Background: an optimization exercise with open tools, aiming at small area. Do not read the settings as production practice.
In this exercise RTL edits were held to simulation tests only and were not proved equivalent to the original.
Power figures rest on the tool's default switching activity, not on a simulated workload.

[design/flow/design.v]
module M0_Share1(
    i_in1,
    o_out1
);
input wire [0:15] i_in1;
output wire [0:15] o_out1;
assign o_out1[ 0] = i_in1[4] ^ i_in1[ 8] ^ i_in1[12];
assign o_out1[ 1] = i_in1[1] ^ i_in1[ 9] ^ i_in1[13];
assign o_out1[ 2] = i_in1[2] ^ i_in1[ 6] ^ i_in1[14];
assign o_out1[ 3] = i_in1[3] ^ i_in1[ 7] ^ i_in1[11];
assign o_out1[ 4] = i_in1[0] ^ i_in1[ 4] ^ i_in1[ 8];
assign o_out1[ 5] = i_in1[5] ^ i_in1[ 9] ^ i_in1[13];
assign o_out1[ 6] = i_in1[2] ^ i_in1[10] ^ i_in1[14];
assign o_out1[ 7] = i_in1[3] ^ i_in1[ 7] ^ i_in1[15];
assign o_out1[ 8] = i_in1[0] ^ i_in1[ 4] ^ i_in1[12];
assign o_out1[ 9] = i_in1[1] ^ i_in1[ 5] ^ i_in1[ 9];
assign o_out1[10] = i_in1[6] ^ i_in1[10] ^ i_in1[14];
assign o_out1[11] = i_in1[3] ^ i_in1[11] ^ i_in1[15];
assign o_out1[12] = i_in1[0] ^ i_in1[ 8] ^ i_in1[12];
assign o_out1[13] = i_in1[1] ^ i_in1[ 5] ^ i_in1[13];
assign o_out1[14] = i_in1[2] ^ i_in1[ 6] ^ i_in1[10];
assign o_out1[15] = i_in1[7] ^ i_in1[11] ^ i_in1[15];
endmodule
module M1_Share1(
    i_in1,
    o_out1
);
input wire [0:15] i_in1;
output wire [0:15] o_out1;
assign o_out1[ 0] = i_in1[0] ^ i_in1[ 4] ^ i_in1[ 8];
assign o_out1[ 1] = i_in1[5] ^ i_in1[ 9] ^ i_in1[13];
assign o_out1[ 2] = i_in1[2] ^ i_in1[10] ^ i_in1[14];
assign o_out1[ 3] = i_in1[3] ^ i_in1[ 7] ^ i_in1[15];
assign o_out1[ 4] = i_in1[0] ^ i_in1[ 4] ^ i_in1[12];
assign o_out1[ 5] = i_in1[1] ^ i_in1[ 5] ^ i_in1[ 9];
assign o_out1[ 6] = i_in1[6] ^ i_in1[10] ^ i_in1[14];
assign o_out1[ 7] = i_in1[3] ^ i_in1[11] ^ i_in1[15];
assign o_out1[ 8] = i_in1[0] ^ i_in1[ 8] ^ i_in1[12];
assign o_out1[ 9] = i_in1[1] ^ i_in1[ 5] ^ i_in1[13];
assign o_out1[10] = i_in1[2] ^ i_in1[ 6] ^ i_in1[10];
assign o_out1[11] = i_in1[7] ^ i_in1[11] ^ i_in1[15];
assign o_out1[12] = i_in1[4] ^ i_in1[ 8] ^ i_in1[12];
assign o_out1[13] = i_in1[1] ^ i_in1[ 9] ^ i_in1[13];
assign o_out1[14] = i_in1[2] ^ i_in1[ 6] ^ i_in1[14];
assign o_out1[15] = i_in1[3] ^ i_in1[ 7] ^ i_in1[11];
endmodule
module Mprime_cir(
    in,
    out
);
input wire [0:63] in;
output wire [0:63] out;
M0_Share1 m00_Share1(
    .i_in1 (in[0:15]),
    .o_out1 (out[0:15])
);
M1_Share1 m10_Share1(
    .i_in1 (in[16:31]),
    .o_out1 (out[16:31])
);
M1_Share1 m11_Share1(
    .i_in1 (in[32:47]),
    .o_out1 (out[32:47])
);
M0_Share1 m01_Share1(
    .i_in1 (in[48:63]),
    .o_out1 (out[48:63])
);
endmodule
module affine_2sh(
    in1,
    in2,
    out1,
    out2
);
parameter N=64;
input wire [N - 1 : 0] in1;
input wire [N - 1 : 0] in2;
output wire [N - 1 : 0] out1;
output wire [N - 1 : 0] out2;
genvar i;
generate
for (i=0; i<16; i= i + 1) begin : SHARE1
    affine_share1 sh1(
        .i_in1 (in1[3 + i * 4  : i * 4]),
        .o_out1 (out1[3 + i * 4  : i * 4])
    );
end
endgenerate
generate
for (i=0; i<16; i= i + 1) begin : SHARE2
    affine_share2 sh2(
        .i_in2 (in2[3 + i * 4  : i * 4]),
        .o_out2 (out2[3 + i * 4  : i * 4])
    );
end
endgenerate
endmodule
module affine_share1 (
    i_in1,
    o_out1
);        
    input wire [0:3] i_in1;
    output wire [0:3] o_out1;
    wire x1, w1, v1, u1;
    assign x1 = i_in1[0];
    assign w1 = i_in1[1];
    assign v1 = i_in1[2];
    assign u1 = i_in1[3];
    assign o_out1[3] = 1 ^ v1 ;
    assign o_out1[2] = u1 ^ v1 ^ w1 ;
    assign o_out1[1] = 1 ^ x1 ;
    assign o_out1[0] = w1 ;
endmodule
module affine_share2 (
    i_in2,
    o_out2
);         
    input wire [0:3] i_in2;
    output wire [0:3] o_out2;
    wire x2, w2, v2, u2;
    assign x2 = i_in2[0];
    assign w2 = i_in2[1];
    assign v2 = i_in2[2];
    assign u2 = i_in2[3];
    assign o_out2[3] = v2 ;
    assign o_out2[2] = u2 ^ v2 ^ w2 ;
    assign o_out2[1] = x2 ;
    assign o_out2[0] = w2 ;
endmodule
module inv_sr_2sh(
    in1,
    in2,
    out1,
    out2
);
    parameter N = 64;
    input wire [N - 1 : 0] in1;
    input wire [N - 1 : 0] in2;
    output wire [N - 1 : 0] out1;
    output wire [N - 1 : 0] out2;
    inv_sr_cir sh1(
        .in   (in1),
        .out (out1)
    );
    inv_sr_cir sh2(
        .in   (in2),
        .out (out2)
    );
endmodule
module inv_sr_cir(
    in,
    out
);
input wire [0 : 63] in;
output wire [0 : 63] out;
genvar  i;
generate
  for  ( i  =  0 ;  i  <  16 ;  i  =  i + 1 )
    begin  :  mix
       assign  out[((20*i) % 64):((20*i) % 64) + 3] = in[i*4 : i*4 + 3];
    end
endgenerate
endmodule
module mprime_cir_2sh(
    in1,
    in2,
    out1,
    out2
);
    parameter N = 64;
    input wire [N - 1 : 0] in1;
    input wire [N - 1 : 0] in2;
    output wire [N - 1 : 0] out1;
    output wire [N - 1 : 0] out2;
    Mprime_cir sh1(
        .in   (in1),
        .out (out1)
    );
    Mprime_cir sh2(
        .in   (in2),
        .out (out2)
    );
endmodule
module mux_cir(
    sel,
    a,
    b,
    out
);
parameter N = 64;
input wire sel;
input wire [N - 1 : 0] a;
input wire [N - 1 : 0] b;
output wire [N - 1 : 0] out;
assign out = sel? a : b;
endmodule
module mux_cir_2sh(
    sel,
    a1,
    a2,
    b1,
    b2,
    out1,
    out2
);
    parameter N = 64;
    input wire sel;
    input wire [N - 1 : 0] a1;
    input wire [N - 1 : 0] a2;
    input wire [N - 1 : 0] b1;
    input wire [N - 1 : 0] b2;
    output wire [N - 1 : 0] out1;
    output wire [N - 1 : 0] out2;
    mux_cir sh1(
        .sel (sel),
        .a   (a1),
        .b   (b1),
        .out (out1)
    );
    mux_cir sh2(
        .sel (sel),
        .a   (a2),
        .b   (b2),
        .out (out2)
    );
endmodule
module out_key_share_flip(
    in_key,
    out_key
);
input wire [63 : 0] in_key;
output wire [63 : 0] out_key;
assign out_key = {in_key[0], in_key[63 : 2], in_key[1] ^ in_key[63]};
endmodule
module s (
  in1,
  in2,
  out1,
  out2,
  out3,
  out4
);
    input wire [3:0] in1;
    input wire [3:0] in2;
    output wire [7:0] out1;
    output wire [7:0] out2;
    output wire [7:0] out3;
    output wire [7:0] out4;
    s_bit1 sb1_inst (
      .in1 (in1),
      .in2 (in2),
      .out (out1)
    );
    s_bit2 sb2_inst (
      .in1 (in1),
      .in2 (in2),
      .out (out2)
    );
    s_bit3 sb3_inst (
      .in1 (in1),
      .in2 (in2),
      .out (out3)
    );
    s_bit4 sb4_inst (
      .in1 (in1),
      .in2 (in2),
      .out (out4)
    );
endmodule
module s_bit1 (
  in1,
  in2,
  out
);
    input wire [3:0] in1;
    input wire [3:0] in2;
    output wire [7:0] out;
    wire x1, y1, z1, w1;
    wire x2, y2, z2, w2;
    assign x1 = in1[3];
    assign x2 = in2[3];
    assign y1 = in1[2];
    assign y2 = in2[2];
    assign z1 = in1[1];
    assign z2 = in2[1];
    assign w1 = in1[0];
    assign w2 = in2[0];
    s_bit1_sh1 s_bit11_inst (
      .w1 (w1),
      .z1 (z1),
      .y1 (y1),
      .x1 (x1),
      .out1 (out[0])
    );
    s_bit1_sh2 s_bit12_inst (
      .w2 (w2),
      .z2 (z2),
      .y1 (y1),
      .x1 (x1),
      .out2 (out[1])
    );
    s_bit1_sh3 s_bit13_inst (
      .y2 (y2),
      .z1 (z1),
      .w2 (w2),
      .x1 (x1),
      .out3 (out[2])
    );
    s_bit1_sh4 s_bit14_inst (
      .y2 (y2),
      .w1 (w1),
      .z2 (z2),
      .out4 (out[3])
    );
    s_bit1_sh5 s_bit15_inst (
      .x2 (x2),
      .w2 (w2),
      .y1 (y1),
      .z1 (z1),
      .out5 (out[4])
    );
    s_bit1_sh6 s_bit16_inst (
      .x2 (x2),
      .w1 (w1),
      .y1 (y1),
      .z2 (z2),
      .out6 (out[5])
    );
    s_bit1_sh7 s_bit17_inst (
      .x2 (x2),
      .y2 (y2),
      .w1 (w1),
      .z1 (z1),
      .out7 (out[6])
    );
    s_bit1_sh8 s_bit18_inst (
      .y2 (y2),
      .w2 (w2),
      .z2 (z2),
      .out8 (out[7])
    );
endmodule
module s_bit1_sh1 (
  w1,
  z1,
  y1,
  x1,
  out1
);
    input wire w1;
    input wire z1;
    input wire y1;
    input wire x1;
    output wire out1;
    assign out1 = 1'b1 ^ y1 ^ x1 ^ z1 & w1 ^ y1 & z1 ^ x1 & w1 ^ x1 & y1 ^ y1 & z1 & w1 ;
endmodule
module s_bit1_sh2 (
  w2,
  z2,
  y1,
  x1,
  out2
);
    input wire w2;
    input wire z2;
    input wire y1;
    input wire x1;
    output wire out2;
    assign out2 = z2 & w2 ^ y1 & z2 ^ x1 & w2 ^ y1 & z2 & w2 ;
endmodule
module s_bit1_sh3 (
  y2,
  z1,
  w2,
  x1,
  out3
);
    input wire y2;
    input wire z1;
    input wire w2;
    input wire x1;
    output wire out3;
    assign out3 = y2 ^ z1 & w2 ^ y2 & z1 ^ x1 & y2 ^ y2 & z1 & w2 ;
endmodule
module s_bit1_sh4 (
  y2,
  w1,
  z2,
  out4
);
    input wire y2;
    input wire w1;
    input wire z2;
    output wire out4;
    assign out4 = z2 & w1 ^ y2 & z2 ^ y2 & z2 & w1 ;
endmodule
module s_bit1_sh5 (
  x2,
  w2,
  y1,
  z1,
  out5
);
    input wire x2;
    input wire w2;
    input wire y1;
    input wire z1;
    output wire out5;
    assign out5 = x2 ^ x2 & w2 ^ x2 & y1 ^ y1 & z1 & w2 ;
endmodule
module s_bit1_sh6 (
  x2,
  w1,
  y1,
  z2,
  out6
);
    input wire x2;
    input wire w1;
    input wire y1;
    input wire z2;
    output wire out6;
    assign out6 = x2 & w1 ^ y1 & z2 & w1 ;
endmodule
module s_bit1_sh7 (
  x2,
  y2,
  w1,
  z1,
  out7
);
    input wire x2;
    input wire y2;
    input wire w1;
    input wire z1;
    output wire out7;
    assign out7 = x2 & y2 ^ y2 & z1 & w1 ;
endmodule
module s_bit1_sh8 (
  y2,
  w2,
  z2,
  out8
);
    input wire y2;
    input wire w2;
    input wire z2;
    output wire out8;
    assign out8 = y2 & z2 & w2 ;
endmodule
module s_bit2 (
  in1,
  in2,
  out
);
    input wire [3:0] in1;
    input wire [3:0] in2;
    output wire [7:0] out;
    wire x1, y1, z1, w1;
    wire x2, y2, z2, w2;
    assign x1 = in1[3];
    assign x2 = in2[3];
    assign y1 = in1[2];
    assign y2 = in2[2];
    assign z1 = in1[1];
    assign z2 = in2[1];
    assign w1 = in1[0];
    assign w2 = in2[0];
    s_bit2_sh1 s_bit21_inst (
      .w1 (w1),
      .z1 (z1),
      .y1 (y1),
      .x1 (x1),
      .out1 (out[0])
    );
    s_bit2_sh2 s_bit22_inst (
      .w2 (w2),
      .y1 (y1),
      .z2 (z2),
      .x1 (x1),
      .out2 (out[1])
    );
    s_bit2_sh3 s_bit23_inst (
      .y2 (y2),
      .w2 (w2),
      .z1 (z1),
      .x1 (x1),
      .out3 (out[2])
    );
    s_bit2_sh4 s_bit24_inst (
      .y2 (y2),
      .w1 (w1),
      .z2 (z2),
      .x1 (x1),
      .out4 (out[3])
    );
    s_bit2_sh5 s_bit25_inst (
      .x2 (x2),
      .z1 (z1),
      .y1 (y1),
      .w2 (w2),
      .out5 (out[4])
    );
    s_bit2_sh6 s_bit26_inst (
      .x2 (x2),
      .w1 (w1),
      .z2 (z2),
      .y1 (y1),
      .out6 (out[5])
    );
    s_bit2_sh7 s_bit27_inst (
      .x2 (x2),
      .y2 (y2),
      .w1 (w1),
      .z1 (z1),
      .out7 (out[6])
    );
    s_bit2_sh8 s_bit28_inst (
      .x2 (x2),
      .y2 (y2),
      .w2 (w2),
      .z2 (z2),
      .out8 (out[7])
    );
endmodule
module s_bit2_sh1 (
  w1,
  z1,
  y1,
  x1,
  out1
);
    input wire w1;
    input wire z1;
    input wire y1;
    input wire x1;
    output wire out1;
    assign out1 = 1'b1 ^ y1 & w1 ^ y1 & z1 ^ x1 & z1 ^ y1 & z1 & w1 ^ x1 & y1 & z1 ;
endmodule
module s_bit2_sh2 (
  w2,
  y1,
  z2,
  x1,
  out2
);
    input wire w2;
    input wire y1;
    input wire z2;
    input wire x1;
    output wire out2;
    assign out2 = y1 & w2 ^ y1 & z2 ^ x1 & z2 ^ y1 & z2 & w2 ^ x1 & y1 & z2 ;
endmodule
module s_bit2_sh3 (
  y2,
  w2,
  z1,
  x1,
  out3
);
    input wire y2;
    input wire w2;
    input wire z1;
    input wire x1;
    output wire out3;
    assign out3 = y2 & w2 ^ y2 & z1 ^ y2 & z1 & w2 ^ x1 & y2 & z1 ;
endmodule
module s_bit2_sh4 (
  y2,
  w1,
  z2,
  x1,
  out4
);
    input wire y2;
    input wire w1;
    input wire z2;
    input wire x1;
    output wire out4;
    assign out4 = y2 & w1 ^ y2 & z2 ^ y2 & z2 & w1 ^ x1 & y2 & z2 ;
endmodule
module s_bit2_sh5 (
  x2,
  z1,
  y1,
  w2,
  out5
);
    input wire x2;
    input wire z1;
    input wire y1;
    input wire w2;
    output wire out5;
    assign out5 = x2 & z1 ^ y1 & z1 & w2 ^ x2 & y1 & z1 ;
endmodule
module s_bit2_sh6 (
  x2,
  w1,
  z2,
  y1,
  out6
);
    input wire x2;
    input wire w1;
    input wire z2;
    input wire y1;
    output wire out6;
    assign out6 = x2 & z2 ^ y1 & z2 & w1 ^ x2 & y1 & z2 ;
endmodule
module s_bit2_sh7 (
  x2,
  y2,
  w1,
  z1,
  out7
);
    input wire x2;
    input wire y2;
    input wire w1;
    input wire z1;
    output wire out7;
    assign out7 = y2 & z1 & w1 ^ x2 & y2 & z1 ;
endmodule
module s_bit2_sh8 (
  x2,
  y2,
  w2,
  z2,
  out8
);
    input wire x2;
    input wire y2;
    input wire w2;
    input wire z2;
    output wire out8;
    assign out8 = y2 & z2 & w2 ^ x2 & y2 & z2 ;
endmodule
module s_bit3 (
  in1,
  in2,
  out
);
    input wire [3:0] in1;
    input wire [3:0] in2;
    output wire [7:0] out;
    wire x1, y1, z1, w1;
    wire x2, y2, z2, w2;
    assign x1 = in1[3];
    assign x2 = in2[3];
    assign y1 = in1[2];
    assign y2 = in2[2];
    assign z1 = in1[1];
    assign z2 = in2[1];
    assign w1 = in1[0];
    assign w2 = in2[0];
    s_bit3_sh1 s_bit31_inst (
      .w1 (w1),
      .z1 (z1),
      .y1 (y1),
      .x1 (x1),
      .out1 (out[0])
    );
    s_bit3_sh2 s_bit32_inst (
      .w2 (w2),
      .z2 (z2),
      .y1 (y1),
      .x1 (x1),
      .out2 (out[1])
    );
    s_bit3_sh3 s_bit33_inst (
      .y2 (y2),
      .z1 (z1),
      .w2 (w2),
      .x1 (x1),
      .out3 (out[2])
    );
    s_bit3_sh4 s_bit34_inst (
      .y2 (y2),
      .w1 (w1),
      .z2 (z2),
      .x1 (x1),
      .out4 (out[3])
    );
    s_bit3_sh5 s_bit35_inst (
      .x2 (x2),
      .w2 (w2),
      .z1 (z1),
      .y1 (y1),
      .out5 (out[4])
    );
    s_bit3_sh6 s_bit36_inst (
      .x2 (x2),
      .w1 (w1),
      .z2 (z2),
      .y1 (y1),
      .out6 (out[5])
    );
    s_bit3_sh7 s_bit37_inst (
      .x2 (x2),
      .y2 (y2),
      .w1 (w1),
      .z1 (z1),
      .out7 (out[6])
    );
    s_bit3_sh8 s_bit38_inst (
      .x2 (x2),
      .y2 (y2),
      .w2 (w2),
      .z2 (z2),
      .out8 (out[7])
    );
endmodule
module s_bit3_sh1 (
  w1,
  z1,
  y1,
  x1,
  out1
);
    input wire w1;
    input wire z1;
    input wire y1;
    input wire x1;
    output wire out1;
    assign out1 = w1 ^ x1 ^ z1 & w1 ^ x1 & w1 ^ x1 & z1 ^ x1 & z1 & w1 ^ x1 & y1 & z1 ;
endmodule
module s_bit3_sh2 (
  w2,
  z2,
  y1,
  x1,
  out2
);
    input wire w2;
    input wire z2;
    input wire y1;
    input wire x1;
    output wire out2;
    assign out2 = w2 ^ z2 & w2 ^ x1 & w2 ^ x1 & z2 ^ x1 & z2 & w2 ^ x1 & y1 & z2 ;
endmodule
module s_bit3_sh3 (
  y2,
  z1,
  w2,
  x1,
  out3
);
    input wire y2;
    input wire z1;
    input wire w2;
    input wire x1;
    output wire out3;
    assign out3 = z1 & w2 ^ x1 & z1 & w2 ^ x1 & y2 & z1 ;
endmodule
module s_bit3_sh4 (
  y2,
  w1,
  z2,
  x1,
  out4
);
    input wire y2;
    input wire w1;
    input wire z2;
    input wire x1;
    output wire out4;
    assign out4 = z2 & w1 ^ x1 & z2 & w1 ^ x1 & y2 & z2 ;
endmodule
module s_bit3_sh5 (
  x2,
  w2,
  z1,
  y1,
  out5
);
    input wire x2;
    input wire w2;
    input wire z1;
    input wire y1;
    output wire out5;
    assign out5 = x2 ^ x2 & w2 ^ x2 & z1 ^ x2 & z1 & w2 ^ x2 & y1 & z1 ;
endmodule
module s_bit3_sh6 (
  x2,
  w1,
  z2,
  y1,
  out6
);
    input wire x2;
    input wire w1;
    input wire z2;
    input wire y1;
    output wire out6;
    assign out6 = x2 & w1 ^ x2 & z2 ^ x2 & z2 & w1 ^ x2 & y1 & z2 ;
endmodule
module s_bit3_sh7 (
  x2,
  y2,
  w1,
  z1,
  out7
);
    input wire x2;
    input wire y2;
    input wire w1;
    input wire z1;
    output wire out7;
    assign out7 = x2 & z1 & w1 ^ x2 & y2 & z1 ;
endmodule
module s_bit3_sh8 (
  x2,
  y2,
  w2,
  z2,
  out8
);
    input wire x2;
    input wire y2;
    input wire w2;
    input wire z2;
    output wire out8;
    assign out8 = x2 & z2 & w2 ^ x2 & y2 & z2 ;
endmodule
module s_bit4 (
  in1,
  in2,
  out
);
    input wire [3:0] in1;
    input wire [3:0] in2;
    output wire [7:0] out;
    wire x1, y1, z1, w1;
    wire x2, y2, z2, w2;
    assign x1 = in1[3];
    assign x2 = in2[3];
    assign y1 = in1[2];
    assign y2 = in2[2];
    assign z1 = in1[1];
    assign z2 = in2[1];
    assign w1 = in1[0];
    assign w2 = in2[0];
    s_bit4_sh1 s_bit41_inst (
      .w1 (w1),
      .z1 (z1),
      .y1 (y1),
      .x1 (x1),
      .out1 (out[0])
    );
    s_bit4_sh2 s_bit42_inst (
      .w2 (w2),
      .z2 (z2),
      .y1 (y1),
      .x1 (x1),
      .out2 (out[1])
    );
    s_bit4_sh3 s_bit43_inst (
      .y2 (y2),
      .z1 (z1),
      .w2 (w2),
      .x1 (x1),
      .out3 (out[2])
    );
    s_bit4_sh4 s_bit44_inst (
      .y2 (y2),
      .w1 (w1),
      .z2 (z2),
      .x1 (x1),
      .out4 (out[3])
    );
    s_bit4_sh5 s_bit45_inst (
      .x2 (x2),
      .z1 (z1),
      .y1 (y1),
      .w2 (w2),
      .out5 (out[4])
    );
    s_bit4_sh6 s_bit46_inst (
      .x2 (x2),
      .w1 (w1),
      .y1 (y1),
      .z2 (z2),
      .out6 (out[5])
    );
    s_bit4_sh7 s_bit47_inst (
      .x2 (x2),
      .y2 (y2),
      .w1 (w1),
      .z1 (z1),
      .out7 (out[6])
    );
    s_bit4_sh8 s_bit48_inst (
      .x2 (x2),
      .y2 (y2),
      .w2 (w2),
      .z2 (z2),
      .out8 (out[7])
    );
endmodule
module s_bit4_sh1 (
  w1,
  z1,
  y1,
  x1,
  out1
);
    input wire w1;
    input wire z1;
    input wire y1;
    input wire x1;
    output wire out1;
    assign out1 = 1'b1 ^ z1 ^ x1 ^ y1 & z1 ^ x1 & y1 ^ y1 & z1 & w1 ^ x1 & z1 & w1 ^ x1 & y1 & w1 ;
endmodule
module s_bit4_sh2 (
  w2,
  z2,
  y1,
  x1,
  out2
);
    input wire w2;
    input wire z2;
    input wire y1;
    input wire x1;
    output wire out2;
    assign out2 = z2 ^ y1 & z2 ^ y1 & z2 & w2 ^ x1 & z2 & w2 ^ x1 & y1 & w2 ;
endmodule
module s_bit4_sh3 (
  y2,
  z1,
  w2,
  x1,
  out3
);
    input wire y2;
    input wire z1;
    input wire w2;
    input wire x1;
    output wire out3;
    assign out3 = y2 & z1 ^ x1 & y2 ^ y2 & z1 & w2 ^ x1 & z1 & w2 ^ x1 & y2 & w2 ;
endmodule
module s_bit4_sh4 (
  y2,
  w1,
  z2,
  x1,
  out4
);
    input wire y2;
    input wire w1;
    input wire z2;
    input wire x1;
    output wire out4;
    assign out4 = y2 & z2 ^ y2 & z2 & w1 ^ x1 & z2 & w1 ^ x1 & y2 & w1 ;
endmodule
module s_bit4_sh5 (
  x2,
  z1,
  y1,
  w2,
  out5
);
    input wire x2;
    input wire z1;
    input wire y1;
    input wire w2;
    output wire out5;
    assign out5 = x2 ^ x2 & y1 ^ y1 & z1 & w2 ^ x2 & z1 & w2 ^ x2 & y1 & w2 ;
endmodule
module s_bit4_sh6 (
  x2,
  w1,
  y1,
  z2,
  out6
);
    input wire x2;
    input wire w1;
    input wire y1;
    input wire z2;
    output wire out6;
    assign out6 = y1 & z2 & w1 ^ x2 & z2 & w1 ^ x2 & y1 & w1 ;
endmodule
module s_bit4_sh7 (
  x2,
  y2,
  w1,
  z1,
  out7
);
    input wire x2;
    input wire y2;
    input wire w1;
    input wire z1;
    output wire out7;
    assign out7 = x2 & y2 ^ y2 & z1 & w1 ^ x2 & z1 & w1 ^ x2 & y2 & w1 ;
endmodule
module s_bit4_sh8 (
  x2,
  y2,
  w2,
  z2,
  out8
);
    input wire x2;
    input wire y2;
    input wire w2;
    input wire z2;
    output wire out8;
    assign out8 = y2 & z2 & w2 ^ x2 & z2 & w2 ^ x2 & y2 & w2 ;
endmodule
module sbox_rmsk (
    in1,
    in2,
    in3,
    in4,
    in_rand,
    out1,
    out2,
    out3,
    out4
);
input wire [7 : 0] in1;
input wire [7 : 0] in2;
input wire [7 : 0] in3;
input wire [7 : 0] in4;
input wire [11 : 0] in_rand;
output wire [7 : 0] out1;
output wire [7 : 0] out2;
output wire [7 : 0] out3;
output wire [7 : 0] out4;
wire [2 : 0] r1;
wire [2 : 0] r2;
wire [2 : 0] r3;
wire [2 : 0] r4;
wire [2 : 0] r1_inv;
wire [2 : 0] r2_inv;
wire [2 : 0] r3_inv;
wire [2 : 0] r4_inv;
assign r1 = in_rand[2 : 0];
assign r2 = in_rand[5 : 3];
assign r3 = in_rand[8 : 6];
assign r4 = in_rand[11 : 9];
assign r1_inv = {r1[0],r1[1],r1[2]};
assign r2_inv = {r2[0],r2[1],r2[2]};
assign r3_inv = {r3[0],r3[1],r3[2]};
assign r4_inv = {r4[0],r4[1],r4[2]};
  assign out1 = {in1[7], in1[6:4] ^ r1, in1[3:1] ^ r1_inv, in1[0]};
  assign out2 = {in2[7], in2[6:4] ^ r2, in2[3:1] ^ r2_inv, in2[0]};
  assign out3 = {in3[7], in3[6:4] ^ r3, in3[3:1] ^ r3_inv, in3[0]};
  assign out4 = {in4[7], in4[6:4] ^ r4, in4[3:1] ^ r4_inv, in4[0]};
endmodule
module share_reg(
    i_clk,
    i_d,
    o_q
);
input wire i_clk;
input wire i_d;
output wire o_q;
reg state;
always @(posedge i_clk )
begin
        state <= i_d;
end
assign o_q = state;
endmodule
module sr_2sh(
    in1,
    in2,
    out1,
    out2
);
    parameter N = 64;
    input wire [N - 1 : 0] in1;
    input wire [N - 1 : 0] in2;
    output wire [N - 1 : 0] out1;
    output wire [N - 1 : 0] out2;
    sr_cir sh1(
        .in   (in1),
        .out (out1)
    );
    sr_cir sh2(
        .in   (in2),
        .out (out2)
    );
endmodule
module sr_cir(
    in,
    out
);
input wire [0 : 63] in;
output wire [0 : 63] out;
genvar  i;
generate
  for  ( i  =  0 ;  i  <  16 ;  i  =  i + 1 )
    begin  :  mix
       assign  out[((52*i) % 64):((52*i) % 64) + 3] = in[i*4 : i*4 + 3];
    end
endgenerate
endmodule
module xor_cir(
    a,
    b,
    out
);
parameter N = 64;
input wire [N - 1 : 0] a;
input wire [N - 1 : 0] b;
output wire [N - 1 : 0] out;
assign out = a ^ b;
endmodule
module xor_cir4(
    in1,
    in2,
    in3,
    in4,
    out
);
parameter N = 1;
input wire [N - 1 : 0] in1;
input wire [N - 1 : 0] in2;
input wire [N - 1 : 0] in3;
input wire [N - 1 : 0] in4;
output wire [N - 1 : 0] out;
  assign out = in1 ^ in2 ^ in3 ^ in4;
endmodule
module xor_cir_2sh(
    a1,
    a2,
    b1,
    b2,
    out1,
    out2
);
    parameter N = 64;
    input wire [N - 1 : 0] a1;
    input wire [N - 1 : 0] a2;
    input wire [N - 1 : 0] b1;
    input wire [N - 1 : 0] b2;
    output wire [N - 1 : 0] out1;
    output wire [N - 1 : 0] out2;
    xor_cir sh1(
        .a   (a1),
        .b   (b1),
        .out (out1)
    );
    xor_cir sh2(
        .a   (a2),
        .b   (b2),
        .out (out2)
    );
endmodule
module top_module_d11(
    i_clk,
    i_reset,
    i_start,
    i_load,
    i_enc_dec,
    i_pt1,
    i_pt2,
    i_key1,
    i_key2,
    i_r,
    o_ct1,
    o_ct2,
    o_done
);
input  i_start;
input  i_clk;
input  i_reset;
input  i_enc_dec;
input  i_load;
input  [191 : 0] i_r;
input  [63 : 0] i_pt1;
input  [63 : 0] i_pt2;
input  [127 : 0] i_key1;
input  [127 : 0] i_key2;
output wire [63 : 0] o_ct1;
output wire [63 : 0] o_ct2;
output wire o_done;
localparam [2:0] P_IDLE = 3'd0, P_W0 = 3'd1, P_SP = 3'd2, P_MX = 3'd3,
                 P_SRF = 3'd4, P_SRB = 3'd5, P_BP = 3'd7;
reg [2:0] phase;
reg       hi;      
reg [2:0] rm;      
reg [3:0] c16;     
reg       half;    
reg       dec;
reg [3:0] s1 [0:14];    
reg [3:0] s2 [0:14];    
reg [3:0] ka1 [0:15];   
reg [3:0] ka2 [0:15];
reg [3:0] kb1 [0:15];   
reg [3:0] kb2 [0:15];
reg [7:0] p1, p2, p3, p4;   
wire idle  = (phase == P_IDLE);
reg  busy;              
wire ld    = idle & i_load & ~busy;
wire sh    = ~(i_load & ~busy);
wire st_sp = (phase == P_SP);
wire st_bp = (phase == P_BP);
wire st_mx = (phase == P_MX);
wire st_sr = (phase == P_SRF) | (phase == P_SRB);
wire last  = (c16 == 4'd15);
reg sr_big;
always @(*) begin
    case (c16)
        4'd1, 4'd2, 4'd3: sr_big = 1'b1;
        4'd6:             sr_big = 1'b1;
        4'd7, 4'd11:      sr_big = (phase == P_SRF);
        4'd5, 4'd9:       sr_big = (phase == P_SRB);
        default:          sr_big = 1'b0;
    endcase
end
wire mx_h   = st_mx & (c16[2:0] == 3'd0);
wire mx_big = st_mx & (c16[2:0] != 3'd0) & (c16[2:0] <= 3'd4);
wire mh_off = half ^ c16[3];
wire big    = st_sp | st_bp | mx_big | (st_sr & sr_big);
wire hi_rnd = hi;
wire r_first = ~hi & (rm == 3'd0);
wire r_last  = hi & (rm == 3'd0);
wire r_mid   = ~hi & (rm == 3'd5);
wire a_en   = hi_rnd & (st_sp | st_bp);
wire key_en = (st_sp & ~hi_rnd) | st_bp;
wire w_en   = (r_first & st_sp) | (r_last & st_bp);
wire use_kp = dec ^ hi;
wire [2:0] rc_m = rm;
wire       rc_flip = hi_rnd ^ dec;
reg [3:0] rc_tab;
always @(*) begin
    case ({rc_m, c16})
        7'd16: rc_tab = 4'h1;
        7'd17: rc_tab = 4'h3;
        7'd18: rc_tab = 4'h1;
        7'd19: rc_tab = 4'h9;
        7'd20: rc_tab = 4'h8;
        7'd21: rc_tab = 4'ha;
        7'd22: rc_tab = 4'h2;
        7'd23: rc_tab = 4'he;
        7'd25: rc_tab = 4'h3;
        7'd26: rc_tab = 4'h7;
        7'd28: rc_tab = 4'h7;
        7'd29: rc_tab = 4'h3;
        7'd30: rc_tab = 4'h4;
        7'd31: rc_tab = 4'h4;
        7'd32: rc_tab = 4'ha;
        7'd33: rc_tab = 4'h4;
        7'd35: rc_tab = 4'h9;
        7'd36: rc_tab = 4'h3;
        7'd37: rc_tab = 4'h8;
        7'd38: rc_tab = 4'h2;
        7'd39: rc_tab = 4'h2;
        7'd40: rc_tab = 4'h2;
        7'd41: rc_tab = 4'h9;
        7'd42: rc_tab = 4'h9;
        7'd43: rc_tab = 4'hf;
        7'd44: rc_tab = 4'h3;
        7'd45: rc_tab = 4'h1;
        7'd46: rc_tab = 4'hd;
        7'd49: rc_tab = 4'h8;
        7'd50: rc_tab = 4'h2;
        7'd51: rc_tab = 4'he;
        7'd52: rc_tab = 4'hf;
        7'd53: rc_tab = 4'ha;
        7'd54: rc_tab = 4'h9;
        7'd55: rc_tab = 4'h8;
        7'd56: rc_tab = 4'he;
        7'd57: rc_tab = 4'hc;
        7'd58: rc_tab = 4'h4;
        7'd59: rc_tab = 4'he;
        7'd60: rc_tab = 4'h6;
        7'd61: rc_tab = 4'hc;
        7'd62: rc_tab = 4'h8;
        7'd63: rc_tab = 4'h9;
        7'd64: rc_tab = 4'h4;
        7'd65: rc_tab = 4'h5;
        7'd66: rc_tab = 4'h2;
        7'd67: rc_tab = 4'h8;
        7'd68: rc_tab = 4'h2;
        7'd69: rc_tab = 4'h1;
        7'd70: rc_tab = 4'he;
        7'd71: rc_tab = 4'h6;
        7'd72: rc_tab = 4'h3;
        7'd73: rc_tab = 4'h8;
        7'd74: rc_tab = 4'hd;
        7'd76: rc_tab = 4'h1;
        7'd77: rc_tab = 4'h3;
        7'd78: rc_tab = 4'h7;
        7'd79: rc_tab = 4'h7;
        7'd80: rc_tab = 4'hb;
        7'd81: rc_tab = 4'he;
        7'd82: rc_tab = 4'h5;
        7'd83: rc_tab = 4'h4;
        7'd84: rc_tab = 4'h6;
        7'd85: rc_tab = 4'h6;
        7'd86: rc_tab = 4'hc;
        7'd87: rc_tab = 4'hf;
        7'd88: rc_tab = 4'h3;
        7'd89: rc_tab = 4'h4;
        7'd90: rc_tab = 4'he;
        7'd91: rc_tab = 4'h9;
        7'd93: rc_tab = 4'hc;
        7'd94: rc_tab = 4'h6;
        7'd95: rc_tab = 4'hc;
        default: rc_tab = 4'h0;
    endcase
end
reg [3:0] rc_alpha;
always @(*) begin
    case (c16)
        4'd0: rc_alpha = 4'hc;
        4'd1: rc_alpha = 4'h0;
        4'd2: rc_alpha = 4'ha;
        4'd3: rc_alpha = 4'hc;
        4'd4: rc_alpha = 4'h2;
        4'd5: rc_alpha = 4'h9;
        4'd6: rc_alpha = 4'hb;
        4'd7: rc_alpha = 4'h7;
        4'd8: rc_alpha = 4'hc;
        4'd9: rc_alpha = 4'h9;
        4'd10: rc_alpha = 4'h7;
        4'd11: rc_alpha = 4'hc;
        4'd12: rc_alpha = 4'h5;
        4'd13: rc_alpha = 4'h0;
        4'd14: rc_alpha = 4'hd;
        4'd15: rc_alpha = 4'hd;
        default: rc_alpha = 4'h0;
    endcase
end
wire [3:0] rc_nib = rc_tab ^ (rc_flip ? rc_alpha : 4'h0);
function [3:0] aff;    
    input [3:0] n;
    aff = {n[2], n[3], n[0] ^ n[1] ^ n[2], n[1]};
endfunction
wire [3:0] x1 = s1[0];
wire [3:0] x2 = s2[0];
wire [3:0] xa1 = a_en ? (aff(x1) ^ 4'b0101) : x1;
wire [3:0] xa2 = a_en ? aff(x2) : x2;
wire [3:0] kp1 = {ka1[15][0], ka1[0][3:1]} ^ {3'b0, last & ka1[1][3]};
wire [3:0] kp2 = {ka2[15][0], ka2[0][3:1]} ^ {3'b0, last & ka2[1][3]};
wire [3:0] w1 = use_kp ? kp1 : ka1[0];
wire [3:0] w2 = use_kp ? kp2 : ka2[0];
wire [3:0] xk1 = xa1 ^ (key_en ? (kb1[0] ^ rc_nib) : 4'b0) ^ (w_en ? w1 : 4'b0);
wire [3:0] xk2 = xa2 ^ (key_en ? kb2[0] : 4'b0) ^ (w_en ? w2 : 4'b0);
wire [3:0] ld4 = {4{ld}};
wire [3:0] sh4 = {4{sh}};
wire [3:0] u1 = big ? xk1 : s1[12];
wire [3:0] u2 = big ? xk2 : s2[12];
wire [3:0] v1 = ~((sh4 | i_pt1[3:0]) & (ld4 | ~u1));
wire [3:0] v2 = ~((sh4 | i_pt2[3:0]) & (ld4 | ~u2));
wire [7:0] so1, so2, so3, so4;
wire [7:0] sm1, sm2, sm3, sm4;
s SBOX (
    .in1 (v1),
    .in2 (v2),
    .out1 (so1),
    .out2 (so2),
    .out3 (so3),
    .out4 (so4)
);
wire [7:0] sb1 = st_sp ? so1 : {v2[0], 6'b0, v1[0]};
wire [7:0] sb2 = st_sp ? so2 : {v2[1], 6'b0, v1[1]};
wire [7:0] sb3 = st_sp ? so3 : {v2[2], 6'b0, v1[2]};
wire [7:0] sb4 = st_sp ? so4 : {v2[3], 6'b0, v1[3]};
sbox_rmsk RMSK (
    .in1 (sb1),
    .in2 (sb2),
    .in3 (sb3),
    .in4 (sb4),
    .in_rand (i_r[11 : 0]),
    .out1 (sm1),
    .out2 (sm2),
    .out3 (sm3),
    .out4 (sm4)
);
always @(posedge i_clk) begin
    p1 <= sm1;
    p2 <= sm2;
    p3 <= sm3;
    p4 <= sm4;
end
wire [3:0] c1 = {^p4[3:0], ^p3[3:0], ^p2[3:0], ^p1[3:0]};
wire [3:0] c2 = {^p4[7:4], ^p3[7:4], ^p2[7:4], ^p1[7:4]};
function [15:0] mhat;    
    input [15:0] x;
    input        off;
    reg [3:0] col [0:3];
    reg [3:0] p01, p23;
    reg [3:0] ex [0:3];     
    reg [3:0] y;
    integer r, b;
    begin
        col[0] = x[15:12]; col[1] = x[11:8]; col[2] = x[7:4]; col[3] = x[3:0];
        p01 = col[0] ^ col[1];
        p23 = col[2] ^ col[3];
        ex[0] = col[1] ^ p23;
        ex[1] = col[0] ^ p23;
        ex[2] = col[3] ^ p01;
        ex[3] = col[2] ^ p01;
        for (r = 0; r < 4; r = r + 1) begin
            for (b = 0; b < 4; b = b + 1)
                y[3 - b] = off ? ex[(b - r - 1) & 3][3 - b] : ex[(b - r) & 3][3 - b];
            mhat[15 - 4*r -: 4] = y;
        end
    end
endfunction
wire [15:0] my1 = mhat({s1[0], s1[1], s1[2], s1[3]}, mh_off);
wire [15:0] my2 = mhat({s2[0], s2[1], s2[2], s2[3]}, mh_off);
reg  [3:0] n1 [0:14];
reg  [3:0] n2 [0:14];
integer q;
always @(*) begin
    for (q = 0; q < 15; q = q + 1) begin
        if (mx_h && q < 4) begin
            n1[q] = my1[15 - 4*((q + 1) & 3) -: 4];
            n2[q] = my2[15 - 4*((q + 1) & 3) -: 4];
        end else if (q == 14) begin
            n1[q] = c1;
            n2[q] = c2;
        end else if ((q & 3) != 3) begin
            n1[q] = s1[q + 1];
            n2[q] = s2[q + 1];
        end else if (!big) begin
            n1[q] = s1[q - 3];
            n2[q] = s2[q - 3];
        end else begin
            n1[q] = s1[q + 1];
            n2[q] = s2[q + 1];
        end
    end
end
always @(posedge i_clk) begin
    for (q = 0; q < 15; q = q + 1) begin
        s1[q] <= ~((sh4 | i_pt1[63 - 4*q -: 4]) & (ld4 | n1[q]));
        s2[q] <= ~((sh4 | i_pt2[63 - 4*q -: 4]) & (ld4 | n2[q]));
    end
end
always @(posedge i_clk) begin
    for (q = 0; q < 16; q = q + 1) begin
        ka1[q] <= ~((sh4 | i_key1[127 - 4*q -: 4]) & (ld4 | ka1[(q + 1) & 15]));
        ka2[q] <= ~((sh4 | i_key2[127 - 4*q -: 4]) & (ld4 | ka2[(q + 1) & 15]));
        kb1[q] <= ~((sh4 | i_key1[63 - 4*q -: 4]) & (ld4 | kb1[(q + 1) & 15]));
        kb2[q] <= ~((sh4 | i_key2[63 - 4*q -: 4]) & (ld4 | kb2[(q + 1) & 15]));
    end
end
always @(posedge i_clk) begin
    if (ld) begin
        c16 <= 4'd0;
        dec <= i_enc_dec;
    end else
        c16 <= c16 + 4'd1;
end
always @(posedge i_clk or posedge i_reset) begin
    if (i_reset) begin
        phase <= P_IDLE;
    end else begin
        case (phase)
            P_IDLE: if (!i_load && i_start && !busy) phase <= P_W0;
            P_W0:   if (last) phase <= P_SP;
            P_SP:   if (last) phase <= hi_rnd ? P_BP : P_MX;
            P_MX:   if (last && half) begin
                        if (!hi && !r_mid) phase <= P_SRF;
                        else phase <= P_SP;
                    end
            P_SRF:  if (last) phase <= P_SP;
            P_SRB:  if (last) phase <= P_MX;
            P_BP:   if (last) begin
                        if (r_last) phase <= P_IDLE;
                        else phase <= P_SRB;
                    end
            default: phase <= P_IDLE;
        endcase
    end
end
always @(posedge i_clk or posedge i_reset) begin
    if (i_reset)
        busy <= 1'b0;
    else if (!busy)
        busy <= i_start & ~i_load;
    else
        busy <= ~idle;
end
always @(posedge i_clk) begin
    if (idle) begin
        half <= 1'b0;
        hi <= 1'b0;
        rm <= 3'd0;
    end else begin
        if (st_mx & last)
            half <= ~half;
        if (st_mx & last & half & r_mid)
            hi <= 1'b1;
        else if ((phase == P_SRF) & last)
            rm <= rm + 3'd1;
        else if (st_bp & last)
            rm <= rm - 3'd1;
    end
end
genvar g;
generate
for (g = 0; g < 15; g = g + 1) begin : OUT
    assign o_ct1[63 - 4*g -: 4] = s1[g];
    assign o_ct2[63 - 4*g -: 4] = s2[g];
end
endgenerate
assign o_ct1[3:0] = c1;
assign o_ct2[3:0] = c2;
assign o_done = idle & busy;    
endmodule
[design/flow/flow/run.sh]
#!/bin/bash
set -euo pipefail
export BUFFER_PORTS_ARGS="-buffer_cell sky130_fd_sc_hd__buf_1"
bash standard.sh > standard.log 2>&1
[design/flow/standard.sh]
#!/bin/bash
# synth_recipe.tcl (not shown) runs the flow's synth.tcl, then flattens the netlist and writes it again
# the make line also repeats each setting of config.mk as NAME=value (left out here)
make -C /OpenROAD-flow-scripts/flow DESIGN_CONFIG=/design/flow/config.mk WORK_HOME=/design/flow/orfs CLKGATE_MAP_FILE= SYNTH_SCRIPT=/design/flow/synth_recipe.tcl "${@:-finish}"
[design/flow/config.mk]
export PLATFORM = sky130hd
export DESIGN_NAME = top_module_d11
export DESIGN_NICKNAME = top_module_d11
export VERILOG_FILES = /design/flow/design.v
export SDC_FILE = /design/flow/constraint.sdc
export NUM_CORES = 4
export LEC_CHECK = 0
export ABC_AREA = 1
export CAP_MARGIN = 20
export CORE_MARGIN = 2
export CORE_UTILIZATION = 40
export CTS_BUF_LIST = sky130_fd_sc_hd__clkbuf_4
export CTS_CLUSTER_DIAMETER = 45
export CTS_CLUSTER_SIZE = 10
export SETUP_SLACK_MARGIN = 0.1
export SLEW_MARGIN = 20
[design/flow/constraint.sdc]
create_clock -name core_clock -period 6.0 [get_ports {i_clk}]
set_input_delay 1.2000 -clock core_clock [delete_from_list [all_inputs] [get_ports {i_clk}]]
set_output_delay 1.2000 -clock core_clock [all_outputs]
set_load 0.01 [all_outputs]
==> qor.yml <==
worst_setup_path:
  crit-reg2reg-launch: "c16[0]"
  critPathRequiredTime_ns: 6.71
  crit_fanout: 51
  start_kind: "flip-flop"
  worst-setup-path-type: "flip-flop to flip-flop"
  endpoint_kind: "flip-flop"
  r2r-end: "p2[4]"
  startpoint: "c16[0]"
  crit_top_cell: "inv_1"
  cp.arrival_ns: 4.91
  cp_slowest_cell: "dfxtp_1"
  r2r_slack_ns: 1.80
  worst_r2r_path_depth: 15
  max_stage_delay_ns: 0.63
  crit_chain: "inv_1, ha_1, nand2_1, a31o_1, a31oi_1, nand2_2, buf_4, inv_1, nand2_1, nand3_1, o21ai_2, inv_1, a21oi_2, nand3_1, xor2_1"
timing:
  timing.slew.headroom_pct: 29.4
  setup-tns-final_ns: 0
  post-route-min-period_ns: 4.20
  finalSetupViolations: 0
  max_clock_freq_mhz: 238
  drv_slew: 0
  hold-worst-slack_ns: 0.255
  rsz0062_at_grt: "no"
  post-route-period-util_pct: 70.0
  tightest_slew_ns: 1.06
  fin_skew_ns: 0.0743
  hold_violations: 0
die:
  dieWidth_um: 204
  die-area_mm2: 0.0416
  ios: 710
  core_area_mm2: 0.0396
  die_y_um: 204
  rows: 73
  start_util_pct: 40.4
layout:
  nets: 2872
  stdcell_count: 2821
  nFillCells: 4045
  synthToLayoutAreaGrowth_pct: 18.2
  fin_util_pct: 47.7
  post_route_cells_drive_above_1_share_pct: 5.28
power_and_ir_drop:
  clkPwrFrac_pct: 12.2
  p_total_uw: 13500
  sw_frac_of_total_pct: 45.7
  p_leak_uw: 0.00753
  pwr-share-comb_pct: 48.1
  power_density_mw_per_mm2: 714
  peakVddDrop_uv: 280
  intPower_uw: 7320
  power.switching_uw: 6180
  p_seq_share_pct: 39.7
clock_tree:
  cts_setup_buffers: 0
  cts.sinks: 426
  ctsRootBufferMaster: "clkbuf_4"
  clk_pin_slew_worst_paths_ns: 0.10
  cts_made_buffers: 55
  post_cts_resized: 0
  clockBufferDepth: 3
  cts_hold_buf: 0
  cts_tree: "done"
  clock_latency_ns: 0.84
  htreeDepth: 2
route:
  postRouteAntennaNets: 0
  drtPass1Iterations: 5
  wl_per_cell_um: 20.6
  wl_um: 58200
  vias: 15000
  drt-initial-drc-count: 1186
  viasPerCell: 5.32
  drcViolationCount: 0
logic_synthesis:
  ys.flop_type: "dfxtp_1"
  ys_warn_count: 13
  synth-adder-area-share_pct: 1.45
  muxShareOfSynthArea_pct: 0
  syn-cell-area_mm2: 0.0160
  synth.yosys.seq_area_share_pct: 53.5
  synth_compound_area_share_pct: 21.5
  synthSimpleGateAreaFrac_pct: 10.9
  syn_nets: 2400
  synthArstFlopShare_pct: 0.939
  yosysTopAreaCell: "dfxtp_1"
  yosys.cell_types.count: 42
  synthTopCellsByArea: "dfxtp_1 (53%), o22ai_1 (14%), nand2_1 (6.0%)"
  synth_xor_area_share_pct: 6.57
  synth_top_area_share_pct: 52.7
  avgSynthCellArea_um2: 8.88
  synth_edf_count: 1
  synthCells: 1801
  ys_seq_elements: 426
  synth_top_family_by_area: "compound AO/OA/AOI/OAI gates"
global_route:
  grt_pass1_vias: 14300
  track_usage_pct: 26.7
  grt_pass1_wl_um: 84800
  grt_overflow: 0
  grt_max_degree: 225
  antenna_found_initial: 7
place:
  routabilityCongestion: 0.899
  hpwl_um: 43000
  placed_cells: 2741
  numPortBuffers: 529
outcome:
  run_status: "no timing/DRC/antenna violations"
run:
  drv_cap: 0
hold_path:
  hold_class: "input pin to async pin"
[placed cells by master (no fill, tap or decap), types with 8 or more instances in the layout]
| cell | instances |
|---|---|
| buf_1 | 529 |
| dfxtp_1 | 421 |
| o22ai_1 | 361 |
| nand2_1 | 254 |
| inv_1 | 107 |
| o21ai_0 | 97 |
| nand3_1 | 80 |
| xor2_1 | 72 |
| a21oi_1 | 64 |
| clkbuf_4 | 59 |
| nor2_1 | 56 |
| xnor2_1 | 47 |
| o21ai_1 | 17 |
| ha_1 | 17 |
| inv_2 | 12 |
| buf_4 | 8 |
[worst max-delay path by stage]
stage,to,slack [ns],cells past startpoint
after floorplan,p1[0],2.87,21
after global placement,p4[0],1.36,17
after detailed placement,p4[0],1.30,17
after CTS,p2[4],1.88,15
after global routing,p4[1],1.52,15
final,p2[4],1.80,15
[stage by stage]
step                      worst slack (ns)  area (um2)
final                                 1.80       18900
after global routing                  1.52       18900
after CTS                             1.88       18900
after detailed placement              1.30       18200
after global placement                1.36       18200
after floorplan                       2.87       16000
[sequential cells by signal, summed over array words and instances, names as in the netlist]
signal	flops
s2	60
p1	8
p2	8
phase	3
ka1	64
dec	1
rm	3
ka2	64
kb1	64
rc_alpha	4
p4	8
kb2	64
s1	60
p3	8
hi	1
busy	1
c16	4
half	1
[cell families after synthesis]
| logic type | after synthesis |
|---|---|
| simple gates | 418 |
| buf+inv | 244 |
| compound gates | 575 |
| fa+ha+maj | 18 |
| xor+xnor | 120 |
| flops | 426 |
[final cells by class]
cell class | count | area [um2] | share of cell area, %
antenna | 4 | 10.0 | 0.0530
clock inverter | 17 | 208 | 1.10
sequential | 426 | 8560 | 45.3
clock buffer | 59 | 443 | 2.34
tap | 525 | 657 | 3.48
timing repair buffer | 539 | 2090 | 11.0
inverter | 120 | 458 | 2.42
multi-input combinational | 1131 | 6480 | 34.3
[power by group through the flow]
| stage | registers (uW) | logic (uW) | clock network, uW |
|---|---|---|---|
| after floorplan | 5210 | 4460 | 0 |
| after global placement | 5410 | 6290 | 0 |
| after detailed placement | 5410 | 6390 | 0 |
| after CTS | 5370 | 6430 | 1710 |
| after global routing | 5490 | 7150 | 1810 |
| final | 5360 | 6490 | 1650 |
[per-layer routing]
| metal | vias to the layer above | global-route usage (%) | share of wire (%) |
|---|---|---|---|
| met2 | 627 | 43.2 | 46 |
| met5 | - | 0 | 0.091 |
| li1 | 7288 | - | - |
| met4 | 8 | 12.4 | 4.5 |
| met1 | 6953 | 33.3 | 42 |
| met3 | 118 | 6.87 | 8.0 |
[cells in the mapped netlist (all sizes together) (4+ instances only)]
master,instances
a21oi,66
a31oi,4
buf,24
clkbuf,100
dfrtp,4
dfxtp,421
ha,17
inv,119
nand2,261
nand3,80
nand4,5
nor2,61
nor3,5
o211ai,7
o21ai,120
o22ai,361
o32ai,7
or2,4
xnor2,48
xor2,72
[critical path, delay by kind of cell (launching register included)]
| kind | cells | cell delay [ns] |
|---|---|---|
| buf+inv | 4 | 1.43 |
| compound gates | 4 | 0.87 |
| simple gates | 5 | 0.72 |
| flops | 1 | 0.63 |
| fa+ha+maj | 1 | 0.29 |
| xor+xnor | 1 | 0.18 |

what the ideal ports hide:
Ports are ideal in the flow. The routed layout listed here was re-timed in OpenROAD.
Step 1: set_driving_cell puts a clkbuf_16 on i_clk and a buf_2 on each other input, an assumption about the parent block.
Step 2 times the ports against the registers' clock, not the clock port: input delays grow and output delays shrink by t, the midpoint of the rising clock arrivals with the driver on.
Slacks: ideal / step 1 / step 2; pairs: ideal / step 1.
shift t [ns]: 0.857
setup slack, ns: 1.801 / 1.801 / 1.177
slew at the worst register clock pin (ns): 0.12 / 0.12
worst data-port slew with drivers (ns): 0.12
After both steps this run still meets setup and hold. For this run, drivers alone change the setup slack by 0.000 ns; drivers and shift together by -0.624 ns.
